Context: an optimization exercise on an open-source flow, tuned for small area. The choices shown serve that exercise and are no tape-out recipe.
In this exercise RTL edits were held to simulation tests only and were not proved equivalent to the original.

==> job 9413: inputs <==
Design vgacontrol, start of the top module:
module vgacontrol(
input PCLK,
input PRESERN,
input PSEL,
input PENABLE,
output wire PREADY,
output wire PSLVERR,
input PWRITE,
input [31:0] PADDR,
input wire [31:0] PWDATA,
output reg [31:0] PRDATA,
output HS,
output VS,
output reg vga_R,
output reg vga_G,
output reg vga_B,
input SW,
input SW2,
input SW3
);
assign PSLVERR = 1'b0;
assign PREADY = 1'b1;
reg [31:0] player1, player2, whichplayer;
reg [1:0] wcls;
wire a_hi = (PADDR[11:8] == 4'h1) & (PADDR[7:5] == 3'b000) & (PADDR[1:0] == 2'b00);
wire a100 = a_hi & (PADDR[4:2] == 3'd0);
wire a104 = a_hi & (PADDR[4:2] == 3'd1);
wire a108 = a_hi & (PADDR[4:2] == 3'd2);
wire a10C = a_hi & (PADDR[4:2] == 3'd3);
wire a114 = a_hi & (PADDR[4:2] == 3'd5);
wire a118 = a_hi & (PADDR[4:2] == 3'd6);
wire wr = PSEL & PENABLE & PWRITE;
wire w_hi0 = (PWDATA[31:2] == 30'd0);
wire [1:0] wcls_new = w_hi0 ? PWDATA[1:0] : 2'd3;
wire db1, db2, db3;
always @(posedge PCLK) begin
    if (!PRESERN) begin
        player1 <= 32'd0;
        player2 <= 32'd0;
        whichplayer <= 32'd0;
        wcls <= 2'd0;
    end else if (wr) begin
        if (a104) player1 <= PWDATA;
        if (a108) player2 <= PWDATA;
        if (a114) whichplayer <= PWDATA;
        if (a118) wcls <= wcls_new;
    end
end
always @(posedge PCLK) begin
    if (!PRESERN)
        PRDATA <= 32'd0;
    else if (a100)
        PRDATA <= {31'd0, db1};
    else if (a104)
        PRDATA <= player1;
    else if (a108)
        PRDATA <= player2;
    else if (a10C)
        PRDATA <= {31'd0, db2};
    else if (a114)
        PRDATA <= whichplayer;
    else if (a118)
        PRDATA <= {31'd0, db3};
end
debounce d1(PCLK, PRESERN, SW, db1);
debounce d2(PCLK, PRESERN, SW2, db2);
debounce d3(PCLK, PRESERN, SW3, db3);
reg [21:0] fc;
always @(posedge PCLK) begin
    if (!PRESERN) fc <= 22'h180000;
    else fc <= fc + 22'd1;
end
wire tick = ~fc[1] & fc[0];
wire flash = ~fc[19];
wire half = ~fc[20];
wire quarter = fc[21];
reg [9:0] CounterX;
reg [8:0] CounterY;
reg vHS, vVS, inDisplayArea;
wire xmax = (CounterX == 10'h2FF);
always @(posedge PCLK) begin
    if (!PRESERN) begin
  ...
==> module segdec, before the edit <==
module segdec(input [31:0] n, output [6:0] sg, output tm);
    localparam [31:0] M1 = 32'h004FB7ED;
    localparam [31:0] M2 = 32'h0035B56D;
    localparam [31:0] M3 = 32'h005FCF73;
    localparam [31:0] M4 = 32'h005F1D47;
    localparam [31:0] M5 = 32'h0068779D;
    localparam [31:0] M6 = 32'h0070E7F9;
    localparam [31:0] M7 = 32'h000CF37C;
    wire nsmall = (n[31:5] == 27'd0);
    wire [4:0] k = n[4:0];
    assign tm = nsmall & (k >= 5'd10) & (k <= 5'd15);
    assign sg = {7{nsmall}} & {M7[k], M6[k], M5[k], M4[k], M3[k], M2[k], M1[k]};
endmodule
==> module debounce, before the edit <==
module debounce(input clk, input rst, input PB_in, output reg PB_out);
    reg [16:0] cnt;
    reg [1:0] sync;
    always @(posedge clk)
        sync <= {sync[0], ~PB_in};
    wire idle = (PB_out == sync[1]);
    wire term = (cnt == 17'h0AA01);
    wire clear = !rst | idle | term;
    always @(posedge clk) begin
        cnt <= clear ? 17'd0 : {~cnt[15:0], cnt[16] ^ cnt[13]};
        if (!rst)
            PB_out <= 1'b0;
        else if (term)
            PB_out <= sync[1];
    end
endmodule
==> module vgacontrol, before the edit <==
module vgacontrol(
input PCLK,
input PRESERN,
input PSEL,
input PENABLE,
output wire PREADY,
output wire PSLVERR,
input PWRITE,
input [31:0] PADDR,
input wire [31:0] PWDATA,
output reg [31:0] PRDATA,
output HS,
output VS,
output reg vga_R,
output reg vga_G,
output reg vga_B,
input SW,
input SW2,
input SW3
);
assign PSLVERR = 1'b0;
assign PREADY = 1'b1;
reg [31:0] player1, player2, whichplayer;
reg [1:0] wcls;
wire a_hi = (PADDR[11:8] == 4'h1) & (PADDR[7:5] == 3'b000) & (PADDR[1:0] == 2'b00);
wire a100 = a_hi & (PADDR[4:2] == 3'd0);
wire a104 = a_hi & (PADDR[4:2] == 3'd1);
wire a108 = a_hi & (PADDR[4:2] == 3'd2);
wire a10C = a_hi & (PADDR[4:2] == 3'd3);
wire a114 = a_hi & (PADDR[4:2] == 3'd5);
wire a118 = a_hi & (PADDR[4:2] == 3'd6);
wire wr = PSEL & PENABLE & PWRITE;
wire w_hi0 = (PWDATA[31:2] == 30'd0);
wire [1:0] wcls_new = w_hi0 ? PWDATA[1:0] : 2'd3;
wire db1, db2, db3;
always @(posedge PCLK) begin
    if (!PRESERN) begin
        player1 <= 32'd0;
        player2 <= 32'd0;
        whichplayer <= 32'd0;
        wcls <= 2'd0;
    end else if (wr) begin
        if (a104) player1 <= PWDATA;
        if (a108) player2 <= PWDATA;
        if (a114) whichplayer <= PWDATA;
        if (a118) wcls <= wcls_new;
    end
end
always @(posedge PCLK) begin
    if (!PRESERN)
        PRDATA <= 32'd0;
    else if (a100)
        PRDATA <= {31'd0, db1};
    else if (a104)
        PRDATA <= player1;
    else if (a108)
        PRDATA <= player2;
    else if (a10C)
        PRDATA <= {31'd0, db2};
    else if (a114)
        PRDATA <= whichplayer;
    else if (a118)
        PRDATA <= {31'd0, db3};
end
debounce d1(PCLK, PRESERN, SW, db1);
debounce d2(PCLK, PRESERN, SW2, db2);
debounce d3(PCLK, PRESERN, SW3, db3);
reg [21:0] fc;
always @(posedge PCLK) begin
    if (!PRESERN) fc <= 22'h180000;
    else fc <= fc + 22'd1;
end
wire tick = ~fc[1] & fc[0];
wire flash = ~fc[19];
wire half = ~fc[20];
wire quarter = fc[21];
reg [9:0] CounterX;
reg [8:0] CounterY;
reg vHS, vVS, inDisplayArea;
wire xmax = (CounterX == 10'h2FF);
always @(posedge PCLK) begin
    if (!PRESERN) begin
        CounterX <= 10'd0;
        CounterY <= 9'd0;
        vHS <= 1'b0;
        vVS <= 1'b0;
        inDisplayArea <= 1'b0;
    end else if (tick) begin
        CounterX <= xmax ? 10'd0 : CounterX + 10'd1;
        if (xmax) CounterY <= CounterY + 9'd1;
        vHS <= (CounterX[9:4] == 6'h2D);
        vVS <= (CounterY == 9'd500);
        if (!inDisplayArea) inDisplayArea <= xmax && (CounterY < 9'd480);
        else inDisplayArea <= !(CounterX == 10'd639);
    end
end
assign HS = ~vHS;
assign VS = ~vVS;
wire [6:0] X = CounterX[9:3];
wire [5:0] Y = CounterY[8:3];
wire border = (X == 7'd0) | (X == 7'd79) | (X == 7'd39) | (X == 7'd40) | (Y == 6'd0) | (Y == 6'd60);
wire sT = (Y >= 22) & (Y < 24);
wire sB = (Y >= 38) & (Y < 40);
wire sM = (Y >= 30) & (Y < 32);
wire sU = (Y >= 22) & (Y < 32);
wire sL = (Y >= 30) & (Y < 40);
wire sA = (Y >= 22) & (Y < 40);
wire [6:0] sg1, sg2;
wire tm1, tm2;
segdec sd1(player1, sg1, tm1);
segdec sd2(player2, sg2, tm2);
wire p1F = tm1 ? ((X >= 21) & (X < 29)) : ((X >= 16) & (X < 24));
wire p1L = tm1 ? ((X >= 21) & (X < 23)) : ((X >= 16) & (X < 18));
wire p1R = tm1 ? ((X >= 27) & (X < 29)) : ((X >= 22) & (X < 24));
wire p1O = tm1 & (X >= 11) & (X < 13);
wire p2F = tm2 ? ((X >= 61) & (X < 69)) : ((X >= 56) & (X < 64));
wire p2L = tm2 ? ((X >= 61) & (X < 63)) : ((X >= 56) & (X < 58));
wire p2R = tm2 ? ((X >= 67) & (X < 69)) : ((X >= 62) & (X < 64));
wire p2O = tm2 & (X >= 51) & (X < 53);
wire sc1 = (sT & p1F & sg1[0]) | (sB & p1F & sg1[1]) | (sU & p1L & sg1[2]) | (sL & p1L & sg1[3]) |
           (sU & p1R & sg1[4]) | (sL & p1R & sg1[5]) | (sM & p1F & sg1[6]) | (sA & p1O);
wire sc2 = (sT & p2F & sg2[0]) | (sB & p2F & sg2[1]) | (sU & p2L & sg2[2]) | (sL & p2L & sg2[3]) |
           (sU & p2R & sg2[4]) | (sL & p2R & sg2[5]) | (sM & p2F & sg2[6]) | (sA & p2O);
wire scores = sc1 | sc2;
wire lab1, lab2;
labels lb(X, Y, lab1, lab2);
wire uline = (Y == 6'd12) & (whichplayer[0] ? ((X >= 43) & (X < 78)) : ((X >= 2) & (X < 38)));
wire wtxt, bigP, big1, big2;
winscreen ws(X, Y, wtxt, bigP, big1, big2);
wire win = wtxt & half;
wire pw1 = bigP | big1;
wire pw2 = bigP | big2;
wire wnz = (wcls != 2'd0);
wire wis1 = (wcls == 2'd1);
wire wis2 = (wcls == 2'd2);
wire base = border | scores;
wire R = wnz ? (win | (wis1 ? (pw1 | flash) : (~pw2 & flash))) : (base | lab1);
wire G = wnz ? (win | ((wis1 ? ~pw1 : ~pw2) & half)) : (base | uline);
wire B = wnz ? (win | (wis2 ? (pw2 | quarter) : (~pw1 & quarter))) : (base | lab2);
always @(posedge PCLK) begin
    if (!PRESERN) begin
        vga_R <= 1'b0;
        vga_G <= 1'b0;
        vga_B <= 1'b0;
    end else if (tick) begin
        vga_R <= R & inDisplayArea;
        vga_G <= G & inDisplayArea;
        vga_B <= B & inDisplayArea;
    end
end
endmodule
Settings: LEC_CHECK=0, CAP_MARGIN=20, CORE_MARGIN=2, CORE_UTILIZATION=40, CTS_BUF_LIST=sky130_fd_sc_hd__clkbuf_16, CTS_CLUSTER_DIAMETER=80, CTS_CLUSTER_SIZE=30, PLACE_DENSITY=0.6, SLEW_MARGIN=20; clock period 10.0 ns.
run.sh (not shown) runs the stock make flow with config.mk's settings and CLKGATE_MAP_FILE= SYNTH_SCRIPT=/design/flow/synth_recipe.tcl, a recipe that flattens the netlist after the stock synthesis.
==> job 1936 (differences from job 9413) <==
--- a/flow/design.v
+++ b/flow/design.v
@@ -149,18 +149,38 @@
     end
 end
 endmodule
-module segdec(input [31:0] n, output [6:0] sg, output tm);
-    localparam [31:0] M1 = 32'h004FB7ED;
-    localparam [31:0] M2 = 32'h0035B56D;
-    localparam [31:0] M3 = 32'h005FCF73;
-    localparam [31:0] M4 = 32'h005F1D47;
-    localparam [31:0] M5 = 32'h0068779D;
-    localparam [31:0] M6 = 32'h0070E7F9;
-    localparam [31:0] M7 = 32'h000CF37C;
+module segdec(input [31:0] n, output reg [6:0] sg, output tm);
     wire nsmall = (n[31:5] == 27'd0);
-    wire [4:0] k = n[4:0];
-    assign tm = nsmall & (k >= 5'd10) & (k <= 5'd15);
-    assign sg = {7{nsmall}} & {M7[k], M6[k], M5[k], M4[k], M3[k], M2[k], M1[k]};
+    assign tm = nsmall & (n[4:0] >= 5'd10) & (n[4:0] <= 5'd15);
+    always @* begin
+        if (!nsmall) sg = 7'b0000000;
+        else case (n[4:0])
+            5'd0:  sg = 7'b0111111;
+            5'd1:  sg = 7'b0001100;
+            5'd2:  sg = 7'b1011011;
+            5'd3:  sg = 7'b1110011;
+            5'd4:  sg = 7'b1110100;
+            5'd5:  sg = 7'b1100111;
+            5'd6:  sg = 7'b1101111;
+            5'd7:  sg = 7'b0110001;
+            5'd8:  sg = 7'b1111111;
+            5'd9:  sg = 7'b1110101;
+            5'd10: sg = 7'b0111111;
+            5'd11: sg = 7'b0001100;
+            5'd12: sg = 7'b1011011;
+            5'd13: sg = 7'b1110011;
+            5'd14: sg = 7'b1110100;
+            5'd15: sg = 7'b1100111;
+            5'd16: sg = 7'b0001111;
+            5'd17: sg = 7'b0001101;
+            5'd18: sg = 7'b1001111;
+            5'd19: sg = 7'b1011101;
+            5'd20: sg = 7'b0101110;
+            5'd21: sg = 7'b0110010;
+            5'd22: sg = 7'b0111101;
+            default: sg = 7'b0000000;
+        endcase
+    end
 endmodule
 module labels(input [6:0] X, input [5:0] Y, output lab1, output lab2);
     wire T = (Y == 6'd2);
@@ -211,18 +231,20 @@
     assign big2 = ((PT | PM | PB) & rng(X, 46, 62)) | (PL & rng(X, 46, 50)) | (PU & rng(X, 58, 62));
 endmodule
 module debounce(input clk, input rst, input PB_in, output reg PB_out);
-    reg [16:0] cnt;
+    reg [15:0] cnt;
     reg [1:0] sync;
     always @(posedge clk)
         sync <= {sync[0], ~PB_in};
     wire idle = (PB_out == sync[1]);
-    wire term = (cnt == 17'h0AA01);
-    wire clear = !rst | idle | term;
     always @(posedge clk) begin
-        cnt <= clear ? 17'd0 : {~cnt[15:0], cnt[16] ^ cnt[13]};
-        if (!rst)
+        if (!rst) begin
+            cnt <= 16'd0;
             PB_out <= 1'b0;
-        else if (term)
-            PB_out <= sync[1];
-    end
-endmodule
+        end else if (idle)
+            cnt <= 16'd0;
+        else begin
+            cnt <= cnt + 16'd1;
+            if (&cnt) PB_out <= ~PB_out;
+        end
+    end
+endmodule
Settings changed: CTS_BUF_LIST sky130_fd_sc_hd__clkbuf_16 to unset, CTS_CLUSTER_DIAMETER 80 to unset, CTS_CLUSTER_SIZE 30 to unset.
==> job 3939 (differences from job 9413) <==
--- a/flow/design.v
+++ b/flow/design.v
@@ -65,15 +65,30 @@
 debounce d1(PCLK, PRESERN, SW, db1);
 debounce d2(PCLK, PRESERN, SW2, db2);
 debounce d3(PCLK, PRESERN, SW3, db3);
-reg [21:0] fc;
-always @(posedge PCLK) begin
-    if (!PRESERN) fc <= 22'h180000;
-    else fc <= fc + 22'd1;
-end
-wire tick = ~fc[1] & fc[0];
-wire flash = ~fc[19];
-wire half = ~fc[20];
-wire quarter = fc[21];
+reg [1:0] pc;
+reg [19:0] fl;
+reg flash, half, quarter;
+wire fl_wrap = (fl == 20'hD55FF);
+always @(posedge PCLK) begin
+    if (!PRESERN) begin
+        pc <= 2'd0;
+        fl <= 20'd0;
+        flash <= 1'b0;
+        half <= 1'b0;
+        quarter <= 1'b0;
+    end else begin
+        pc <= pc + 2'd1;
+        fl <= fl_wrap ? 20'd0 : {~fl[18:0], fl[19] ^ fl[16]};
+        if (fl_wrap) begin
+            flash <= ~flash;
+            if (!flash) begin
+                half <= ~half;
+                if (!half) quarter <= ~quarter;
+            end
+        end
+    end
+end
+wire tick = ~pc[1] & pc[0];
 reg [9:0] CounterX;
 reg [8:0] CounterY;
 reg vHS, vVS, inDisplayArea;
==> flow/flow/run.sh (new file) <==
#!/bin/bash
# Own layout flow: the standard synthesis, then an area-oriented re-mapping of its
# combinational logic (every register kept as the standard synthesis made it, checked
# equivalent by SAT with the registers cut), then the standard layout with
# single-strength port buffers.
set -euo pipefail
WORK=$PWD
FLOWDIR=$WORK/flow
R=$WORK/orfs/results/$FLOW_PLATFORM/vgacontrol/base
YOSYS=$FLOW_HOME/../tools/install/yosys/bin/yosys
LIB=$FLOW_HOME/platforms/$FLOW_PLATFORM/lib/sky130_fd_sc_hd__tt_025C_1v80.lib

# 1. standard synthesis
bash standard.sh synth > $WORK/1_standard_synth.log 2>&1
cp $R/1_2_yosys.v $WORK/1_2_yosys_standard.v

# 2. re-map the combinational logic for area with a few ABC runs; flip-flops and tie cells
#    stay as they are
DU=$(sed -n '/DONT_USE_CELLS +=/,/^$/p' $FLOW_HOME/platforms/$FLOW_PLATFORM/config.mk | grep -o 'sky130_fd_sc_hd__[a-z0-9_]*' | sed 's/^/-dont_use /' | tr '\n' ' ')
NF="&dch -f; &nf -R 1000"
remap() {  # remap NAME ABC_SCRIPT
  echo "$2" > $WORK/remap_$1.abc
  cat > $WORK/remap_$1.ys <<EOY
read_liberty -ignore_miss_func $LIB
blackbox sky130_fd_sc_hd__df* sky130_fd_sc_hd__edf* sky130_fd_sc_hd__sdf* sky130_fd_sc_hd__conb_1
read_verilog $WORK/1_2_yosys_standard.v
hierarchy -top $FLOW_TOP
flatten
opt_clean
opt -fast
abc -liberty $LIB $DU -script $WORK/remap_$1.abc
opt_clean
setundef -zero
hilomap -singleton -hicell sky130_fd_sc_hd__conb_1 HI -locell sky130_fd_sc_hd__conb_1 LO
splitnets
opt_clean -purge
insbuf -buf sky130_fd_sc_hd__buf_4 A X
tee -o $WORK/remap_$1.stat stat -liberty $LIB
write_verilog -noattr -noexpr -nohex -nodec $WORK/remap_$1.v
EOY
  $YOSYS -q -l $WORK/2_remap_$1.log -s $WORK/remap_$1.ys > /dev/null 2>&1 || return 0
  # equivalence with the standard netlist, registers cut into ports at the same names
  python3 $FLOWDIR/cut.py $WORK/1_2_yosys_standard.v $WORK/eq_gold_$1.v 2>> $WORK/2_eq_$1.log
  python3 $FLOWDIR/cut.py $WORK/remap_$1.v $WORK/eq_gate_$1.v 2>> $WORK/2_eq_$1.log
  if $YOSYS -q -l $WORK/2_eq_$1.log -p "read_liberty -ignore_miss_func $LIB; read_verilog $WORK/eq_gold_$1.v; rename $FLOW_TOP gold; read_verilog $WORK/eq_gate_$1.v; rename $FLOW_TOP gate; flatten; opt_clean; miter -equiv -flatten -make_assert gold gate miter; hierarchy -top miter; sat -verify -prove-asserts miter" > /dev/null 2>&1; then
    awk '/Chip area/ {print $NF}' $WORK/remap_$1.stat > $WORK/remap_$1.area
  fi
  rm -f $WORK/eq_gold_$1.v $WORK/eq_gate_$1.v
}
remap s0 "strash; &get -n; &deepsyn -I 1 -J 20 -S 0; $NF; $NF; &put; topo" &
remap s1 "strash; &get -n; &deepsyn -I 1 -J 20 -S 1; $NF; $NF; &put; topo" &
remap s2 "strash; &get -n; &deepsyn -I 1 -J 20 -S 2; $NF; $NF; &put; topo" &
remap s3 "strash; &get -n; &deepsyn -I 1 -J 20 -S 3; $NF; &st; &deepsyn -I 1 -J 20 -S 3; $NF; $NF; &put; topo" &
wait
BEST=""
for f in $WORK/remap_*.area; do
  [ -s "$f" ] || continue
  a=$(cat $f); n=$(basename $f .area)
  echo "$n $a" >> $WORK/2_remap_choice.log
  if [ -z "$BEST" ] || awk -v a=$a -v b=$BESTA 'BEGIN{exit !(a<b)}'; then BEST=$n; BESTA=$a; fi
done
if [ -n "$BEST" ]; then
  echo "chosen $BEST $BESTA" >> $WORK/2_remap_choice.log
  cp $WORK/$BEST.v $R/1_2_yosys.v
  touch $R/1_2_yosys.v
else
  echo "no re-mapping proved equivalent; standard netlist kept" >> $WORK/2_remap_choice.log
fi

# 3. the standard layout from the chosen netlist, port buffers of the smallest size
export BUFFER_PORTS_ARGS="-buffer_cell sky130_fd_sc_hd__buf_1"
bash standard.sh > $WORK/3_standard_layout.log 2>&1
==> flow/flow/cut.py (new file) <==
import re,sys
# replace each flip-flop instance by ports: its Q becomes an input, its D/DE become outputs
src=open(sys.argv[1]).read()
m=re.search(r'module\s+(\w+)\s*\((.*?)\);',src,re.S)
newports=[];decls=[];assigns=[]
def repl(mm):
    cell,name,body=mm.group(1),mm.group(2),mm.group(3)
    pins=dict((p,n.strip()) for p,n in re.findall(r'\.(\w+)\(([^()]*)\)',body))
    key=re.sub(r'[^A-Za-z0-9_]','_',name.strip().lstrip('\\'))
    key=re.sub(r'_(S?DFF|DFFE|SDFFE|SDFFCE)\w*$','',key)
    for p,n in pins.items():
        if p in ('CLK',): continue
        if p in ('Q','Q_N'):
            pn=f'q_{key}_{p}'; newports.append(pn); decls.append(f'input {pn};'); assigns.append(f'assign {n} = {pn} ;')
        else:
            pn=f'o_{key}_{p}'; newports.append(pn); decls.append(f'output {pn};'); assigns.append(f'assign {pn} = {n} ;')
    return ''
body=re.sub(r'(sky130_fd_sc_hd__e?dfx\w+)\s+(\S+)\s*\((.*?)\);',repl,src,flags=re.S)
hdr=m.group(0)
newhdr=hdr[:-2]+(', ' if m.group(2).strip() else '')+', '.join(newports)+');'
body=body.replace(hdr,newhdr+'\n'+'\n'.join(decls),1)
body=body.replace('endmodule','\n'.join(assigns)+'\nendmodule',1)
open(sys.argv[2],'w').write(body)
print(len(newports),'ports added', file=sys.stderr)
==> flow/standard.sh (new file) <==
#!/bin/bash
# synth_recipe.tcl (not shown) runs the flow's synth.tcl, then flattens the netlist and writes it again
# the make line also repeats each setting of config.mk as NAME=value (left out here)
make -C /OpenROAD-flow-scripts/flow DESIGN_CONFIG=/design/flow/config.mk WORK_HOME=/design/flow/orfs CLKGATE_MAP_FILE= SYNTH_SCRIPT=/design/flow/synth_recipe.tcl "${@:-finish}"
removed: flow/run.sh
==> job 3664 (differences from job 9413) <==
Settings changed: CTS_BUF_LIST sky130_fd_sc_hd__clkbuf_16 to unset, CTS_CLUSTER_DIAMETER 80 to unset, CTS_CLUSTER_SIZE 30 to unset.
==> impl_metrics.ini <==
[critical_path]
r2r-end = vga_G

[run_status]
status = no timing/DRC/antenna violations

[route]
drt_first_pass_iters = 5

[sta]
whs_ns = 0.327

[cells_and_area]
seqCellArea_um2 = 4960
dominant_cells = multi-input gates

[placement]
place_ws_ns = 4.22

[synthesis]
ys.flop_type = dfxtp_1
synth.most_common_cell = nand2_1
Source of the figures above: job 1936

==> impl_metrics.ini <==
[cells_and_area]
buffer_area_share_pct = 3.84
dominant_cells = registers
seqCellArea_um2 = 4800

[route]
routed_wl_um = 24800
drt_first_pass_iters = 9

[run_status]
status = no timing/DRC/antenna violations

[placement]
place_ws_ns = 4.96

[critical_path]
r2r-end = vga_G

[sta]
whs_ns = 0.342
Source of the figures above: job 3939

==> impl_metrics.ini <==
[run_status]
status = no timing/DRC/antenna violations

[critical_path]
arrival_ns = 5.17
r2r-end = vga_R

[worst_hold_path]
min_path_type = reg2reg

[sta]
whs_ns = 0.321

[placement]
place_ws_ns = 4.69

[route]
drt_first_pass_iters = 6

[cells_and_area]
seqCellArea_um2 = 4740

[synthesis]
ys.flop_type = dfxtp_1
Source of the figures above: job 3664

==> impl_metrics.ini <==
[placement]
place_ws_ns = 4.69

[synthesis]
synth.most_common_cell = dfxtp_1
ys.flop_type = dfxtp_1

[run_status]
status = no timing/DRC/antenna violations

[sta]
whs_ns = 0.310

[cells_and_area]
seqCellArea_um2 = 4740
dominant_cells = multi-input gates

[critical_path]
r2r-end = vga_R
Source of the figures above: job 9413

[static timing again, ports no longer ideal]
The flow's constraints put no driver on any port. The routed layouts listed below were extracted and timed again, unchanged, in two steps.
Step 1 sets driving cells, clkbuf_16 on the clock port and buf_2 on the other inputs (assumed; they add their load-dependent delay and slew).
Step 2 moves the port delays by t, midway between the first and last clock arrival at a register: inputs arrive t later, outputs are due t later. That takes back most of the time a late clock gives input paths.
a / b / c = no drivers / after step 1 / after step 2; a / b = the first two.
run | t, ns | slack for setup (ns) | worst setup path at the end | latest minus earliest clock arrival (ns) | worst register clock-pin slew, ns
job 9413 | 0.544 | 5.228 / 5.252 / 4.708 | input to register | 0.047 / 0.047 | 0.12 / 0.12
job 1936 | 0.590 | 4.700 / 4.723 / 4.133 | input to register | 0.031 / 0.030 | 0.06 / 0.06
job 3939 | 0.536 | 5.456 / 5.476 / 4.940 | input to register | 0.030 / 0.030 | 0.11 / 0.11
job 3664 | 0.566 | 5.245 / 5.268 / 4.703 | input to register | 0.011 / 0.011 | 0.07 / 0.07
After both steps setup and hold are still met in every run listed. The setup slack of job 1936, which loses most, moves by +0.023 ns with the drivers and by -0.567 ns with both steps.
